This is an optimization exercise on Yosys and OpenROAD, whose aim is small area, a short achievable clock period and few clock cycles per item, not a production implementation. Only simulation tests tie the RTL to the original design; equivalence was not proved.

// bitcoin_hash
module bitcoin_hash (input logic clk, reset_n, start,
                     input logic [15:0] message_addr, output_addr,
                     output logic done, mem_we,
                     output logic [15:0] mem_addr,
                     output logic [31:0] mem_write_data,
                     input logic [31:0] mem_read_data);
Settings: LEC_CHECK=0, ABC_AREA=1, CAP_MARGIN=20, CORE_MARGIN=2, CORE_UTILIZATION=40, PLACE_DENSITY=0.6, SLEW_MARGIN=20; clock period 12.0 ns.
standard.sh (not shown) runs the stock make flow with config.mk's settings and CLKGATE_MAP_FILE= SYNTH_SCRIPT=/design/flow/synth_recipe.tcl, a recipe that flattens the netlist after the stock synthesis.
==> flow/flow/run.sh <==
#!/bin/bash
# Standard ORFS layout (the standard.sh) with two changes to how it is made:
#  - timing repair is asked to overshoot the clock constraint (setup margin 8 ns),
#    so the achieved period comes out as short as the repair can make it;
#  - clock tree: sink clusters of up to 30 flip-flops, clkbuf_8 buffers, no dummy loads.
set -euo pipefail
bash standard.sh SETUP_SLACK_MARGIN=8 \
  "CTS_ARGS=-sink_clustering_enable -repair_clock_nets -sink_clustering_size 30 -buf_list sky130_fd_sc_hd__clkbuf_8 -dont_use_dummy_load" \
  finish > flow_make.log 2>&1
The first run completed with no timing, DRC or antenna violations.
Testbench counts at the start, summed over its fixed seeds: cycles 34,640, jobs 16.
==> next run, changes <==
==> flow/flow/run.sh (replaced) <==
#!/bin/bash
# Standard ORFS layout (the standard.sh) with three changes to how it is made:
#  - no full-adder extraction in synthesis (ADDER_MAP_FILE empty): the carry-save
#    adders are left to ABC's gate mapping;
#  - timing repair is asked to overshoot the clock constraint (setup margin 8.4 ns),
#    so the achieved period comes out as short as the repair can make it;
#  - clock tree: sink clusters of up to 30 flip-flops, clkbuf_8 buffers, no dummy loads.
set -euo pipefail
bash standard.sh ADDER_MAP_FILE= SETUP_SLACK_MARGIN=8.4 \
  "CTS_ARGS=-sink_clustering_enable -repair_clock_nets -sink_clustering_size 30 -buf_list sky130_fd_sc_hd__clkbuf_8 -dont_use_dummy_load" \
  finish > flow_make.log 2>&1
Settings changed: CORE_UTILIZATION 40 to 55, PLACE_DENSITY 0.6 to 0.7.
Outcome: Synthesized cell count goes up by well over a third; final cell count came out higher by a quarter to a third; fmax went up by roughly a tenth; non-clock buffer count grows by 87; setup slack improves by 0.53 ns; flip-flop and latch count does not change; register-to-register slack gains 0.59 ns.
==> next run, changes <==
==> flow/flow/run.sh (replaced) <==
#!/bin/bash
# Standard ORFS layout (the standard.sh) with two changes to how it is made:
#  - timing repair is asked to overshoot the clock constraint (setup margin 8 ns),
#    so the achieved period comes out as short as the repair can make it;
#  - clock tree: sink clusters of up to 30 flip-flops, clkbuf_8 buffers, no dummy loads.
set -euo pipefail
bash standard.sh SETUP_SLACK_MARGIN=8 \
  "CTS_ARGS=-sink_clustering_enable -repair_clock_nets -sink_clustering_size 30 -buf_list sky130_fd_sc_hd__clkbuf_8 -dont_use_dummy_load" \
  finish > flow_make.log 2>&1
Result:
- The new run went through all stages and came out clean
- wire length went down by 18%
- global-route usage went down by 2.9 points
- clock skew went up by 0.017 ns
- maximum frequency went down by 11%
- count of clock-buffer cells in the layout went up by 2
- setup slack is worse by 0.48 ns
==> next run, changes <==
==> flow/flow/run.sh (replaced) <==
#!/bin/bash
# Standard ORFS layout (the standard.sh), with the timing repair asked to
# overshoot the clock constraint so the achieved period is as short as it can be.
set -euo pipefail
bash standard.sh SETUP_SLACK_MARGIN=8 finish > flow_make.log 2>&1
Settings changed: ABC_AREA 1 to unset, CORE_UTILIZATION 55 to 40, PLACE_DENSITY 0.7 to 0.6.
- clock-buffer cell count decreases by 19
- die area came out higher by about 37%
- routed wire length shrinks by 5.9%
- worst hold slack improves by 0.020 ns
- worst setup slack gets worse by 0.67 ns
- fmax shrinks by about 14%
- cell count shrinks by 5.6%
- cell area grows by about 11%
==> next run, changes <==
==> flow/flow/run.sh (replaced) <==
#!/bin/bash
# Standard ORFS layout (the standard.sh) with three changes to how it is made:
#  - no full-adder extraction in synthesis (ADDER_MAP_FILE empty): the carry-save
#    adders are left to ABC's gate mapping;
#  - timing repair is asked to overshoot the clock constraint (setup margin 8 ns),
#    so the achieved period comes out as short as the repair can make it;
#  - clock tree: sink clusters of up to 30 flip-flops, clkbuf_8 buffers, no dummy loads.
set -euo pipefail
bash standard.sh ADDER_MAP_FILE= SETUP_SLACK_MARGIN=8 \
  "CTS_ARGS=-sink_clustering_enable -repair_clock_nets -sink_clustering_size 30 -buf_list sky130_fd_sc_hd__clkbuf_8 -dont_use_dummy_load" \
  finish > flow_make.log 2>&1
Settings changed: ABC_AREA set to 1, CORE_UTILIZATION 40 to 55, PLACE_DENSITY 0.6 to 0.7.
What happened:
- The new run completed without violations
- critical path depth climbs by 2
- setup slack improved by 0.91 ns

* * *

maple:
Starting RTL as in the previous note.
export LEC_CHECK = 0
export ABC_AREA = 1
export CAP_MARGIN = 20
export CORE_MARGIN = 2
export CORE_UTILIZATION = 40
export CTS_BUF_LIST = sky130_fd_sc_hd__clkbuf_8
export CTS_CLUSTER_SIZE = 30
export PLACE_DENSITY = 0.6
export SLEW_MARGIN = 20
create_clock -name core_clock -period 12.0 [get_ports {clk}]
==> flow/flow/run.sh <==
#!/bin/bash
# Standard ORFS layout (the standard.sh), with the timing repair asked to
# overshoot the clock constraint so the achieved period is as short as it can be.
set -euo pipefail
bash standard.sh SETUP_SLACK_MARGIN=8 finish > flow_make.log 2>&1
Testbench counts of maple, summed over its fixed seeds: cycles 34,640, jobs 16.
#### Input delta (onyx over maple)
- CTS_BUF_LIST no longer set, was sky130_fd_sc_hd__clkbuf_8
- CORE_UTILIZATION now 55, was 40
- PLACE_DENSITY now 0.7, was 0.6
- CTS_CLUSTER_SIZE no longer set, was 30
==> flow/flow/run.sh <==
#!/bin/bash
# Standard ORFS layout (the standard.sh) with two changes to how it is made:
#  - timing repair is asked to overshoot the clock constraint (setup margin 7.7 ns),
#    so the achieved period comes out as short as the repair can make it;
#  - clock tree: sink clusters of up to 30 flip-flops, clkbuf_8 buffers, no dummy loads.
set -euo pipefail
bash standard.sh SETUP_SLACK_MARGIN=7.7 \
  "CTS_ARGS=-sink_clustering_enable -repair_clock_nets -sink_clustering_size 30 -buf_list sky130_fd_sc_hd__clkbuf_8 -dont_use_dummy_load" \
  finish > flow_make.log 2>&1
[summary]
- Per the comparison of onyx with maple, highest fanout seen on the critical path up 1, number of DRC markers after the initial detailed-route iteration increased 704, number of cell rows down 20.
- onyx: worst hold slack 0.062 ns below maple
- For area share of xor/xnor cells in the synthesized design, maple and onyx come out practically identical.

separate check: timing with driven ports:
How much do the figures lean on ideal ports? The routed layouts below were timed once more, with nothing changed but the port constraints. Step 1 (the two cells are an assumption about what drives the block):
set clk [get_ports {clk}]
set_driving_cell -lib_cell sky130_fd_sc_hd__clkbuf_16 $clk
set_driving_cell -lib_cell sky130_fd_sc_hd__buf_2 [delete_from_list [all_inputs] $clk]
Step 2 moves the port delays by t, midway between the first and last clock arrival at a register: inputs arrive t later, outputs are due t later. That takes back most of the time a late clock gives input paths. Slacks: no drivers / after step 1 / after step 2; pairs: no drivers / after step 1.
run | shift t [ns] | setup slack, ns | clock arrival spread, ns | worst slew at a driven data input, ns
the first run of note 1 | 0.969 | 7.705 / 7.705 / 7.146 | 0.136 / 0.136 | 0.04
the second run of note 1 | 0.936 | 8.232 / 8.150 / 7.308 | 0.117 / 0.117 | 0.07
the third run of note 1 | 0.921 | 7.752 / 7.752 / 7.233 | 0.132 / 0.132 | 0.05
the fourth run of note 1 | 0.830 | 7.084 / 7.084 / 6.970 | 0.075 / 0.075 | 0.06
the fifth run of note 1 | 0.916 | 7.998 / 7.971 / 7.119 | 0.112 / 0.112 | 0.07
maple | 1.019 | 7.682 / 7.682 / 7.131 | 0.080 / 0.080 | 0.04
onyx | 0.894 | 7.621 / 7.621 / 7.059 | 0.154 / 0.155 | 0.05
After both steps setup and hold are still met in every run listed. For the second run of note 1, which loses most, drivers alone change the setup slack by -0.082 ns; drivers and shift together by -0.924 ns.
